From an optimization exercise on the open Yosys and OpenROAD flow, aimed at small area; shortcuts taken in it are not production practice. Function was checked by simulation only, so behaviour that the tests miss may differ from the original.

## IDCT_all
module IDCT_all(seq_in, mode, clk, reset, seq_out_4, seq_out_8);
clock: 10.0 ns
lec_check: 0
cap_margin: 20
core_margin: 2
core_utilization: 45
slew_margin: 20
standard.sh (not shown) runs the stock make flow with config.mk's settings and CLKGATE_MAP_FILE= SYNTH_SCRIPT=/design/flow/synth_recipe.tcl, a recipe that flattens the netlist after the stock synthesis.
==> flow/flow/run.sh <==
#!/bin/bash
# Layout flow: the standard flow (standard.sh) with these changes.
#
#  1. Synthesis runs with SYNTH_OPERATIONS_ARGS=-noabc: Yosys's generic
#     "abc -fast" pass is skipped before full-adder extraction, so the
#     ripple-carry adders of the RTL map straight onto full-adder cells
#     instead of full adders wrapped in inverters.
#  2. The combinational logic of that netlist (all but registers, full/half
#     adders and tie cells) is mapped again by ABC with a shorter script
#     (flow/reopt.ys, flow/reopt.abc: an area-oriented amap), and checked equivalent to it
#     (flow/equiv.ys).
#     After each of steps 1 and 2 the registers are compared with the
#     standard synthesis (same instance names and cell types); if a step
#     fails or changes them, the flow goes back to the previous netlist.
#  3. Clock tree synthesis without dummy loads and with larger sink clusters
#     driven by clkbuf_8 leaf buffers (CTS_ARGS).
#  4. Every input and output port still gets its own buffer, but a buf_1
#     instead of the default clkdlybuf4s50_1 (BUFFER_PORTS_ARGS).
#
# Everything else (floorplan, power grid, placement, routing, finishing) is
# standard.sh unchanged. Each step's output goes to its own log file here.
set -uo pipefail

RES=orfs/results/${FLOW_PLATFORM}/IDCT_all/base
LOGS=orfs/logs/${FLOW_PLATFORM}/IDCT_all/base
YOSYS=$(command -v yosys || echo "$FLOW_HOME/../tools/install/yosys/bin/yosys")

flops() {
    grep -oE 'sky130_fd_sc_hd__[a-z0-9_]+ +[^ (]+ *\(' "$1" \
        | grep -E 'sky130_fd_sc_hd__(s?e?df|dl)' | sed 's/ *($//' | sort
}

same_flops() {   # $1: netlist; compared with the standard synthesis
    flops "$1" > flops_check.txt && [[ -s flops_standard.txt ]] \
        && cmp -s flops_standard.txt flops_check.txt
}

use_netlist() {  # $1: netlist to lay out; rebuilds 1_synth.odb from it
    rm -f "$RES/1_2_yosys.v" "$RES/1_synth.odb" "$RES/1_synth.sdc"
    cp "$1" "$RES/1_2_yosys.v"
    [[ -f "$RES/1_2_yosys.sdc" ]] || cp "$FLOW_SDC" "$RES/1_2_yosys.sdc"
    bash standard.sh synth > "synth_odb_$(basename "$1" .v).log" 2>&1
}

# 1. reference: the standard synthesis
bash standard.sh synth > synth_standard.log 2>&1 || exit 1
cp "$RES/1_2_yosys.v" synth_standard.v
cp "$LOGS/1_2_yosys.log" synth_standard_yosys.log 2>/dev/null
flops synth_standard.v > flops_standard.txt
chosen=synth_standard.v

# 1'. synthesis without the generic abc pass
rm -f "$RES/1_2_yosys.v" "$RES/1_2_yosys.sdc" "$RES/1_synth.odb" "$RES/1_synth.sdc"
if SYNTH_OPERATIONS_ARGS=-noabc bash standard.sh synth > synth_noabc.log 2>&1 \
    && [[ -s "$RES/1_2_yosys.v" ]] && same_flops "$RES/1_2_yosys.v"; then
    cp "$RES/1_2_yosys.v" synth_noabc.v
    chosen=synth_noabc.v
    echo "noabc synthesis: used" > synth_choice.txt
else
    echo "noabc synthesis: failed or registers differ, not used" > synth_choice.txt
fi

# 2. re-map the combinational logic
LIB=$(make -s -C "$FLOW_HOME" DESIGN_CONFIG="$PWD/config.mk" WORK_HOME="$PWD/orfs" print-LIB_FILES 2>/dev/null | sed 's/^LIB_FILES: *//' | awk '{print $1}')
DONTUSE=$(make -s -C "$FLOW_HOME" DESIGN_CONFIG="$PWD/config.mk" WORK_HOME="$PWD/orfs" print-DONT_USE_CELLS 2>/dev/null | sed 's/^DONT_USE_CELLS: *//' | awk '{for (i = 1; i <= NF; i++) printf "-dont_use %s ", $i}')
PERIOD_PS=$(awk -v p="$FLOW_PERIOD_NS" 'BEGIN {printf "%d", p * 1000}')
printf 'set_driving_cell sky130_fd_sc_hd__buf_1\nset_load 5\n' > reopt.constr
sed -e "s#@LIB@#$LIB#g" -e "s#@IN@#$chosen#" -e "s#@OUT@#reopt.v#" -e "s#@TOP@#$FLOW_TOP#" \
    -e "s#@DONTUSE@#$DONTUSE#" -e "s#@CONSTR@#-constr reopt.constr#" -e "s#@PERIOD_PS@#$PERIOD_PS#" \
    -e "s#@ABC@#flow/reopt.abc#" flow/reopt.ys > reopt.ys
sed -e "s#@LIB@#$LIB#g" -e "s#@GOLD@#$chosen#" -e "s#@GATE@#reopt.v#" -e "s#@TOP@#$FLOW_TOP#g" \
    flow/equiv.ys > equiv.ys
if [[ -n "$LIB" ]] && timeout 1800 "$YOSYS" -s reopt.ys > reopt_yosys.log 2>&1 \
    && [[ -s reopt.v ]] && same_flops reopt.v \
    && timeout 1800 "$YOSYS" -s equiv.ys > reopt_equiv.log 2>&1; then
    chosen=reopt.v
    echo "re-mapped netlist: used" >> synth_choice.txt
else
    echo "re-mapped netlist: failed, not equivalent or registers differ, not used" >> synth_choice.txt
fi
use_netlist "$chosen" || { use_netlist synth_standard.v || exit 1; }

# 3. the rest of the standard flow, with the clock tree and port buffer settings
BUFFER_PORTS_ARGS="-buffer_cell sky130_fd_sc_hd__buf_1" \
CTS_ARGS="-sink_clustering_enable -repair_clock_nets -dont_use_dummy_load -sink_clustering_size 16 -sink_clustering_max_diameter 60 -buf_list sky130_fd_sc_hd__clkbuf_8" \
    bash standard.sh finish > finish.log 2>&1 || exit 1

[[ -s out/final.def ]]
==> flow/flow/reopt.abc <==
strash
dch
amap -F 3 -A 8
strash
dch
amap -F 3 -A 8
strash
dch
amap -F 3 -A 8
topo
stime -c
buffer -c
upsize -c
dnsize -c
Other scripts of this flow, unchanged in this note and not shown: flow/flow/equiv.ys, flow/flow/reopt.ys
The baseline completed without violations.
==> next run, changes <==
--- a/flow/flow/run.sh
+++ b/flow/flow/run.sh
@@ -10 +10 @@
-#     (flow/reopt.ys, flow/reopt.abc: an area-oriented amap), and checked equivalent to it
+#     (flow/reopt.ys, flow/reopt.abc), and checked equivalent to it
==> flow/flow/reopt.abc (replaced) <==
&get -n
&st
&dch
&nf -R 1000
&put
buffer -c
topo
stime -c
upsize -c
dnsize -c
Outcome: The changed run finished clean; setup slack is about the same; via count fell by roughly a tenth; synthesized area rose slightly; non-clock buffer count rose by 2; sequential share of layout area fell by 0.74 points; cell count fell by a few percent; die area rose slightly.


P:
Another version of the RTL of IDCT_all (not shown whole).
Size: ~6300 cells after synthesis, ~78 I/O pins, ~76000 µm² of cells after synthesis.
// IDCT_all
module IDCT_all(seq_in, mode, clk, reset, seq_out_4, seq_out_8);
==> flow/config.mk <==
export PLATFORM = sky130hd
export DESIGN_NAME = IDCT_all
export DESIGN_NICKNAME = IDCT_all
export VERILOG_FILES = /design/flow/design.v
export SDC_FILE = /design/flow/constraint.sdc
export NUM_CORES = 8
export LEC_CHECK = 0
export CAP_MARGIN = 20
export CORE_MARGIN = 2
export CORE_UTILIZATION = 60
export SLEW_MARGIN = 20
==> flow/constraint.sdc <==
create_clock -name core_clock -period 10.0 [get_ports {clk}]
set_input_delay 2.0000 -clock core_clock [delete_from_list [all_inputs] [get_ports {clk}]]
set_output_delay 2.0000 -clock core_clock [all_outputs]
set_load 0.01 [all_outputs]
==> flow/flow/run.sh <==
#!/bin/bash
# Layout flow: the standard flow (standard.sh) with these changes.
#
#  1. Synthesis runs with SYNTH_OPERATIONS_ARGS=-noabc: Yosys's generic
#     "abc -fast" pass is skipped before full-adder extraction, so the
#     ripple-carry adders of the RTL map straight onto full-adder cells
#     instead of full adders wrapped in inverters.
#  2. The combinational logic of that netlist (all but registers, full/half
#     adders and tie cells) is mapped again by ABC with a shorter script
#     (flow/reopt.ys, flow/reopt.abc: an area-oriented amap), and checked equivalent to it
#     (flow/equiv.ys).
#     After each of steps 1 and 2 the registers are compared with the
#     standard synthesis (same instance names and cell types); if a step
#     fails or changes them, the flow goes back to the previous netlist.
#  3. Clock tree synthesis without dummy loads and with larger sink clusters
#     driven by clkbuf_8 leaf buffers (CTS_ARGS).
#  4. Every input and output port still gets its own buffer, but a buf_1
#     instead of the default clkdlybuf4s50_1 (BUFFER_PORTS_ARGS).
#
# Everything else (floorplan, power grid, placement, routing, finishing) is
# standard.sh unchanged. Each step's output goes to its own log file here.
set -uo pipefail

RES=orfs/results/${FLOW_PLATFORM}/IDCT_all/base
LOGS=orfs/logs/${FLOW_PLATFORM}/IDCT_all/base
YOSYS=$(command -v yosys || echo "$FLOW_HOME/../tools/install/yosys/bin/yosys")

flops() {
    grep -oE 'sky130_fd_sc_hd__[a-z0-9_]+ +[^ (]+ *\(' "$1" \
        | grep -E 'sky130_fd_sc_hd__(s?e?df|dl)' | sed 's/ *($//' | sort
}

same_flops() {   # $1: netlist; compared with the standard synthesis
    flops "$1" > flops_check.txt && [[ -s flops_standard.txt ]] \
        && cmp -s flops_standard.txt flops_check.txt
}

use_netlist() {  # $1: netlist to lay out; rebuilds 1_synth.odb from it
    rm -f "$RES/1_2_yosys.v" "$RES/1_synth.odb" "$RES/1_synth.sdc"
    cp "$1" "$RES/1_2_yosys.v"
    [[ -f "$RES/1_2_yosys.sdc" ]] || cp "$FLOW_SDC" "$RES/1_2_yosys.sdc"
    bash standard.sh synth > "synth_odb_$(basename "$1" .v).log" 2>&1
}

# 1. reference: the standard synthesis
bash standard.sh synth > synth_standard.log 2>&1 || exit 1
cp "$RES/1_2_yosys.v" synth_standard.v
cp "$LOGS/1_2_yosys.log" synth_standard_yosys.log 2>/dev/null
flops synth_standard.v > flops_standard.txt
chosen=synth_standard.v

# 1'. synthesis without the generic abc pass
rm -f "$RES/1_2_yosys.v" "$RES/1_2_yosys.sdc" "$RES/1_synth.odb" "$RES/1_synth.sdc"
if SYNTH_OPERATIONS_ARGS=-noabc bash standard.sh synth > synth_noabc.log 2>&1 \
    && [[ -s "$RES/1_2_yosys.v" ]] && same_flops "$RES/1_2_yosys.v"; then
    cp "$RES/1_2_yosys.v" synth_noabc.v
    chosen=synth_noabc.v
    echo "noabc synthesis: used" > synth_choice.txt
else
    echo "noabc synthesis: failed or registers differ, not used" > synth_choice.txt
fi

# 2. re-map the combinational logic
LIB=$(make -s -C "$FLOW_HOME" DESIGN_CONFIG="$PWD/config.mk" WORK_HOME="$PWD/orfs" print-LIB_FILES 2>/dev/null | sed 's/^LIB_FILES: *//' | awk '{print $1}')
DONTUSE=$(make -s -C "$FLOW_HOME" DESIGN_CONFIG="$PWD/config.mk" WORK_HOME="$PWD/orfs" print-DONT_USE_CELLS 2>/dev/null | sed 's/^DONT_USE_CELLS: *//' | awk '{for (i = 1; i <= NF; i++) printf "-dont_use %s ", $i}')
PERIOD_PS=$(awk -v p="$FLOW_PERIOD_NS" 'BEGIN {printf "%d", p * 1000}')
printf 'set_driving_cell sky130_fd_sc_hd__buf_1\nset_load 5\n' > reopt.constr
sed -e "s#@LIB@#$LIB#g" -e "s#@IN@#$chosen#" -e "s#@OUT@#reopt.v#" -e "s#@TOP@#$FLOW_TOP#" \
    -e "s#@DONTUSE@#$DONTUSE#" -e "s#@CONSTR@#-constr reopt.constr#" -e "s#@PERIOD_PS@#$PERIOD_PS#" \
    -e "s#@ABC@#flow/reopt.abc#" flow/reopt.ys > reopt.ys
sed -e "s#@LIB@#$LIB#g" -e "s#@GOLD@#$chosen#" -e "s#@GATE@#reopt.v#" -e "s#@TOP@#$FLOW_TOP#g" \
    flow/equiv.ys > equiv.ys
if [[ -n "$LIB" ]] && timeout 1800 "$YOSYS" -s reopt.ys > reopt_yosys.log 2>&1 \
    && [[ -s reopt.v ]] && same_flops reopt.v \
    && timeout 1800 "$YOSYS" -s equiv.ys > reopt_equiv.log 2>&1; then
    chosen=reopt.v
    echo "re-mapped netlist: used" >> synth_choice.txt
else
    echo "re-mapped netlist: failed, not equivalent or registers differ, not used" >> synth_choice.txt
fi
use_netlist "$chosen" || { use_netlist synth_standard.v || exit 1; }

# 3. the rest of the standard flow, with the clock tree and port buffer settings
BUFFER_PORTS_ARGS="-buffer_cell sky130_fd_sc_hd__buf_1" \
CTS_ARGS="-sink_clustering_enable -repair_clock_nets -dont_use_dummy_load -sink_clustering_size 18 -sink_clustering_max_diameter 60 -buf_list sky130_fd_sc_hd__clkbuf_8" \
    bash standard.sh finish > finish.log 2>&1 || exit 1

[[ -s out/final.def ]]
==> flow/flow/reopt.abc <==
strash
dch
amap -F 3 -A 8
strash
dch
amap -F 3 -A 8
strash
dch
amap -F 3 -A 8
strash
dch
amap -F 3 -A 8
strash
dch
amap -F 3 -A 8
topo
stime -c
buffer -c
dnsize -c
Other scripts of this flow, unchanged in this note and not shown: flow/flow/equiv.ys, flow/flow/reopt.ys
P was carried through to the last stage, and its layout satisfied the timing, DRC and antenna checks.
Here is what was changed in the inputs of Q compared with P.
--- a/flow/flow/reopt.abc
+++ b/flow/flow/reopt.abc
@@ -18,0 +19 @@
+upsize -c
--- a/flow/config.mk
+++ b/flow/config.mk
@@ -8 +8 @@
-export CAP_MARGIN = 20
+export CAP_MARGIN = 10
@@ -11 +11 @@
-export SLEW_MARGIN = 20
+export SLEW_MARGIN = 10
Findings:
- Result: PASS for each of P and Q
- Diff P -> Q: routed wire length went up about 0.7%, global-route usage did not really move.
- Going from P to Q, worst slew margin relative to its limit higher, time the final worst path needs with I/O delays and setup higher, slew at the pin closest to its max-slew limit lower.
## Diff of input files: R against Q
--- a/flow/flow/run.sh
+++ b/flow/flow/run.sh
@@ -85 +85 @@
-CTS_ARGS="-sink_clustering_enable -repair_clock_nets -dont_use_dummy_load -sink_clustering_size 18 -sink_clustering_max_diameter 60 -buf_list sky130_fd_sc_hd__clkbuf_8" \
+CTS_ARGS="-sink_clustering_enable -repair_clock_nets -dont_use_dummy_load -sink_clustering_size 16 -sink_clustering_max_diameter 60 -buf_list sky130_fd_sc_hd__clkbuf_8" \
==> flow/flow/reopt.abc <==
strash
dch
amap -F 3 -A 8
strash
dch
amap -F 3 -A 8
strash
dch
amap -F 3 -A 8
topo
stime -c
upsize -c
dnsize -c
--- a/flow/config.mk
+++ b/flow/config.mk
@@ -8 +8 @@
-export CAP_MARGIN = 10
+export CAP_MARGIN = 20
@@ -11 +11,2 @@
-export SLEW_MARGIN = 10
+export GPL_TIMING_DRIVEN = 0
+export SLEW_MARGIN = 20
--- outcome ---
- On end-of-flow core utilization: between Q and R, it ends up higher for R.
- R ends up with a fraction of final layout cells with drive strength greater than 1 that is 0.31 points lower than in Q.
- Cell area | R vs Q | R larger
- Q → R: fmax now sits lower, synthesized cell count now sits lower, area of combinational cells with multiple inputs now sits higher.
- Q → R: routability congestion estimate now larger; register share of the cell area fell 0.35 points; met2 routing resource usage after global routing increased by 0.87 points relative to the old numbers.
Changes in S relative to R:
--- a/flow/flow/reopt.abc
+++ b/flow/flow/reopt.abc
@@ -11,0 +12 @@
+buffer -c
--- a/flow/config.mk
+++ b/flow/config.mk
@@ -11 +11 @@
-export GPL_TIMING_DRIVEN = 0
+export PLACE_DENSITY = 0.75
==> run summary <==
Wire length improves in S relative to R. S: PASS, flow complete, no timing, DRC or antenna violations. Count of clock-buffer cells in the layout, S and R: lower on R. On depth of the worst register-to-register path, the higher figure sits with S, not R.
Here is what was changed in the inputs of T compared with S.
--- a/flow/config.mk
+++ b/flow/config.mk
@@ -11 +10,0 @@
-export PLACE_DENSITY = 0.75
==> comparison <==
Looking at S and T, the sequential portion of the cell area is a wash. There was hardly any difference in final cell count between T and S. Of S and T, T shows the higher number of cells on the worst reg-to-reg path, with S below it. From S to T the numbers moved as follows: global-route wire length before repair higher, final instance area roughly the same, maximum frequency higher.

-- what the ideal ports hide --
The flow's constraints put no driver on any port. The routed layouts listed below were extracted and timed again, unchanged, in two steps. Step 1: set_driving_cell puts a clkbuf_16 on clk and a buf_2 on each other input, an assumption about the parent block. Step 2 adds t to the input delays and takes it off the output delays; t is the mean of the earliest and latest rising clock arrival at the registers after step 1. Input paths then give back, and output paths get back, about the clock's delay inside the block. Three values: ideal ports, drivers, drivers and shift; two values: the first two.
run	t, ns	setup slack, ns	worst setup path at the end
the first run of note 1	0.934	0.470 / 0.470 / 0.470	register to register
the second run of note 1	0.914	0.471 / 0.471 / 0.471	register to register
P	0.914	0.599 / 0.599 / 0.599	register to register
Q	0.909	0.510 / 0.510 / 0.510	register to register
R	0.932	0.291 / 0.291 / 0.291	register to register
S	0.949	0.447 / 0.447 / 0.447	register to register
T	0.941	0.579 / 0.579 / 0.579	register to register
After both steps every run listed still meets setup and hold.
